This is an optimization exercise on Yosys and OpenROAD, whose aim is small area, not a production implementation. In this exercise RTL edits were held to simulation tests only and were not proved equivalent to the original.

## alpha
Design lab3, start of the top module:
module lab3
(
    input       CLOCK_50,
    input       rst_n,
    input       IRDA_RXD,
    output      LCD_RS,
    output      LCD_RW,
    output      LCD_EN,
    output      [7:0]LCD_DATA,    
    output      LCD_ON,
    output      LCD_BLON,
    output      [7:0]LEDG,
    output      [6:0]HEX0,
    output      [6:0]HEX1,
    output      [6:0]HEX2,
    output      [6:0]HEX3,
    output      [6:0]HEX4,
    output      [6:0]HEX5,
    output      [6:0]HEX6,
    output      [6:0]HEX7,
    output      [3:0]KEY
);
==> flow/config.mk <==
export PLATFORM = sky130hd
export DESIGN_NAME = lab3
export DESIGN_NICKNAME = lab3
export VERILOG_FILES = /design/flow/design.v
export SDC_FILE = /design/flow/constraint.sdc
export NUM_CORES = 4
export LEC_CHECK = 0
export CAP_MARGIN = 20
export CORE_MARGIN = 2
export CORE_UTILIZATION = 40
export CTS_BUF_LIST = sky130_fd_sc_hd__clkbuf_8
export SLEW_MARGIN = 20
==> flow/constraint.sdc <==
create_clock -name core_clock -period 20.0 [get_ports {CLOCK_50}]
set_input_delay 4.0000 -clock core_clock [delete_from_list [all_inputs] [get_ports {CLOCK_50}]]
set_output_delay 4.0000 -clock core_clock [all_outputs]
set_load 0.01 [all_outputs]
standard.sh (not shown) runs the stock make flow with config.mk's settings and CLKGATE_MAP_FILE= SYNTH_SCRIPT=/design/flow/synth_recipe.tcl, a recipe that flattens the netlist after the stock synthesis.
==> flow/flow/run.sh <==
#!/bin/bash
# Own layout flow: the standard flow (standard.sh) with these changes.
#  Synthesis: ORFS's full/half-adder extraction is skipped (ADDER_MAP_FILE
#  empty) and ABC maps with an area script. Four area scripts (flow/abc_*.script)
#  are tried, each in its own copy of ORFS's scripts folder that differs
#  only in abc_area.script and its own ORFS work folder; the run with the
#  smallest synthesised cell area becomes the layout's synthesis.
#  Placement: port buffers are sky130_fd_sc_hd__buf_1.
#  CTS: clkbuf_8 buffers (as config.mk), without dummy loads.
# Every step is otherwise standard.sh's. Each tool run logs to its own file
# in the work folder (synth_<x>.log, layout.log).
set -euo pipefail
W=$(pwd)
VARIANTS="a b c d"
for v in $VARIANTS; do
  rm -rf "$W/scripts_$v" "$W/orfs_$v"
  cp -rp "$FLOW_HOME/scripts" "$W/scripts_$v"
  cp "$W/flow/abc_$v.script" "$W/scripts_$v/abc_area.script"
  sed "s#$W/orfs#$W/orfs_$v#g" "$W/standard.sh" > "$W/standard_$v.sh"
  bash "$W/standard_$v.sh" SCRIPTS_DIR="$W/scripts_$v" ABC_AREA=1 ADDER_MAP_FILE= synth > "$W/synth_$v.log" 2>&1 &
done
wait
best=""
best_area=""
for v in $VARIANTS; do
  stat="$W/orfs_$v/reports/sky130hd/lab3/base/synth_stat.txt"
  [[ -f "$stat" && -f "$W/orfs_$v/results/sky130hd/lab3/base/1_synth.odb" ]] || continue
  a=$(grep "Chip area for module" "$stat" | tail -1 | awk '{print $NF}')
  echo "variant $v: synthesised area $a" >> "$W/synth_choice.log"
  if [[ -z "$best" ]] || awk -v a="$a" -v b="$best_area" 'BEGIN{exit !(a < b)}'; then
    best=$v; best_area=$a
  fi
done
echo "chosen: $best ($best_area)" >> "$W/synth_choice.log"
rm -rf "$W/orfs"
mv "$W/orfs_$best" "$W/orfs"
bash standard.sh "BUFFER_PORTS_ARGS=-buffer_cell sky130_fd_sc_hd__buf_1" \
  "CTS_ARGS=-sink_clustering_enable -repair_clock_nets -buf_list sky130_fd_sc_hd__clkbuf_8 -dont_use_dummy_load" \
  finish > "$W/layout.log" 2>&1
==> flow/flow/abc_a.script <==
strash
&get -n
&st
&deepsyn -T 60
&dch -f
&nf -R 1000 -p
&put
==> flow/flow/abc_b.script <==
strash
&get -n
&st
&deepsyn -T 60
&put
dch -f
map -a
&get -n
&dch -f
&nf -R 1000 -p
&put
==> flow/flow/abc_c.script <==
strash
&get -n
&st
&deepsyn -T 120 -S 2
&dch -f
&nf -R 1000 -p
&put
==> flow/flow/abc_d.script <==
strash
&get -n
&st
&deepsyn -T 60
&dch -f
&nf -R 1000 -p -F 20 -A 8
&put
The inputs of beta differ from those of alpha as listed below.
-- flow/flow/run.sh --
<<< alpha, line 2
# Own layout flow: the standard flow (standard.sh) with these changes.
#  Synthesis: ORFS's full/half-adder extraction is skipped (ADDER_MAP_FILE
#  empty) and ABC maps with an area script. Four area scripts (flow/abc_*.script)
#  are tried, each in its own copy of ORFS's scripts folder that differs
#  only in abc_area.script and its own ORFS work folder; the run with the
>>> beta, line 2
# Own layout flow: the standard flow (standard.sh) with these changes.
#  Synthesis: ORFS's full/half-adder extraction is skipped (ADDER_MAP_FILE
#  empty) and ABC maps with an area script. Four area scripts (flow/abc_*.script: deepsyn with fixed seeds and step limits)
#  are tried, each in its own copy of ORFS's scripts folder that differs
#  only in abc_area.script and its own ORFS work folder; the run with the
<<< alpha, line 12
set -euo pipefail
W=$(pwd)
VARIANTS="a b c d"
for v in $VARIANTS; do
  rm -rf "$W/scripts_$v" "$W/orfs_$v"
>>> beta, line 12
set -euo pipefail
W=$(pwd)
VARIANTS="s1 s2 s3 d1"
for v in $VARIANTS; do
  rm -rf "$W/scripts_$v" "$W/orfs_$v"
==> flow/flow/abc_d1.script (new file) <==
strash
&get -n
&st
&deepsyn -T 900 -J 300 -S 1
&dch -f
&nf -R 1000 -p
&put
==> flow/flow/abc_s1.script (new file) <==
strash
&get -n
&st
&deepsyn -T 900 -J 300 -S 1
&put
dch -f
map -a
&get -n
&dch -f
&nf -R 1000 -p
&put
==> flow/flow/abc_s2.script (new file) <==
strash
&get -n
&st
&deepsyn -T 900 -J 300 -S 2
&put
dch -f
map -a
&get -n
&dch -f
&nf -R 1000 -p
&put
==> flow/flow/abc_s3.script (new file) <==
strash
&get -n
&st
&deepsyn -T 900 -J 300 -S 3
&put
dch -f
map -a
&get -n
&dch -f
&nf -R 1000 -p
&put
removed: flow/flow/abc_a.script
removed: flow/flow/abc_b.script
removed: flow/flow/abc_c.script
removed: flow/flow/abc_d.script
[summary]
Going from alpha to beta, area of the mapped netlist shows a reduction of 50 sq um, fraction of area in multi-input gates lower. Initial cell density of the core essentially unchanged between alpha and beta.

-- re-timing with driven ports --
Ports are ideal in the flow. The routed layouts listed here were re-timed in OpenROAD.
Step 1: set_driving_cell puts a clkbuf_16 on CLOCK_50 and a buf_2 on each other input, an assumption about the parent block.
Step 2 adds t to the input delays and takes it off the output delays; t is the mean of the earliest and latest rising clock arrival at the registers after step 1. Input paths then give back, and output paths get back, about the clock's delay inside the block.
Slacks: ideal ports / drivers / drivers and shift; pairs: ideal ports / drivers.
run	t (ns)	setup WS [ns]	latest minus earliest clock arrival (ns)
alpha	0.463	11.667 / 11.642 / 11.642	0.022 / 0.022
beta	0.474	11.170 / 11.148 / 11.148	0.028 / 0.029
After both steps every run listed still meets setup and hold. The setup slack of alpha, which loses most, moves by -0.025 ns with the drivers and by -0.025 ns with both steps.
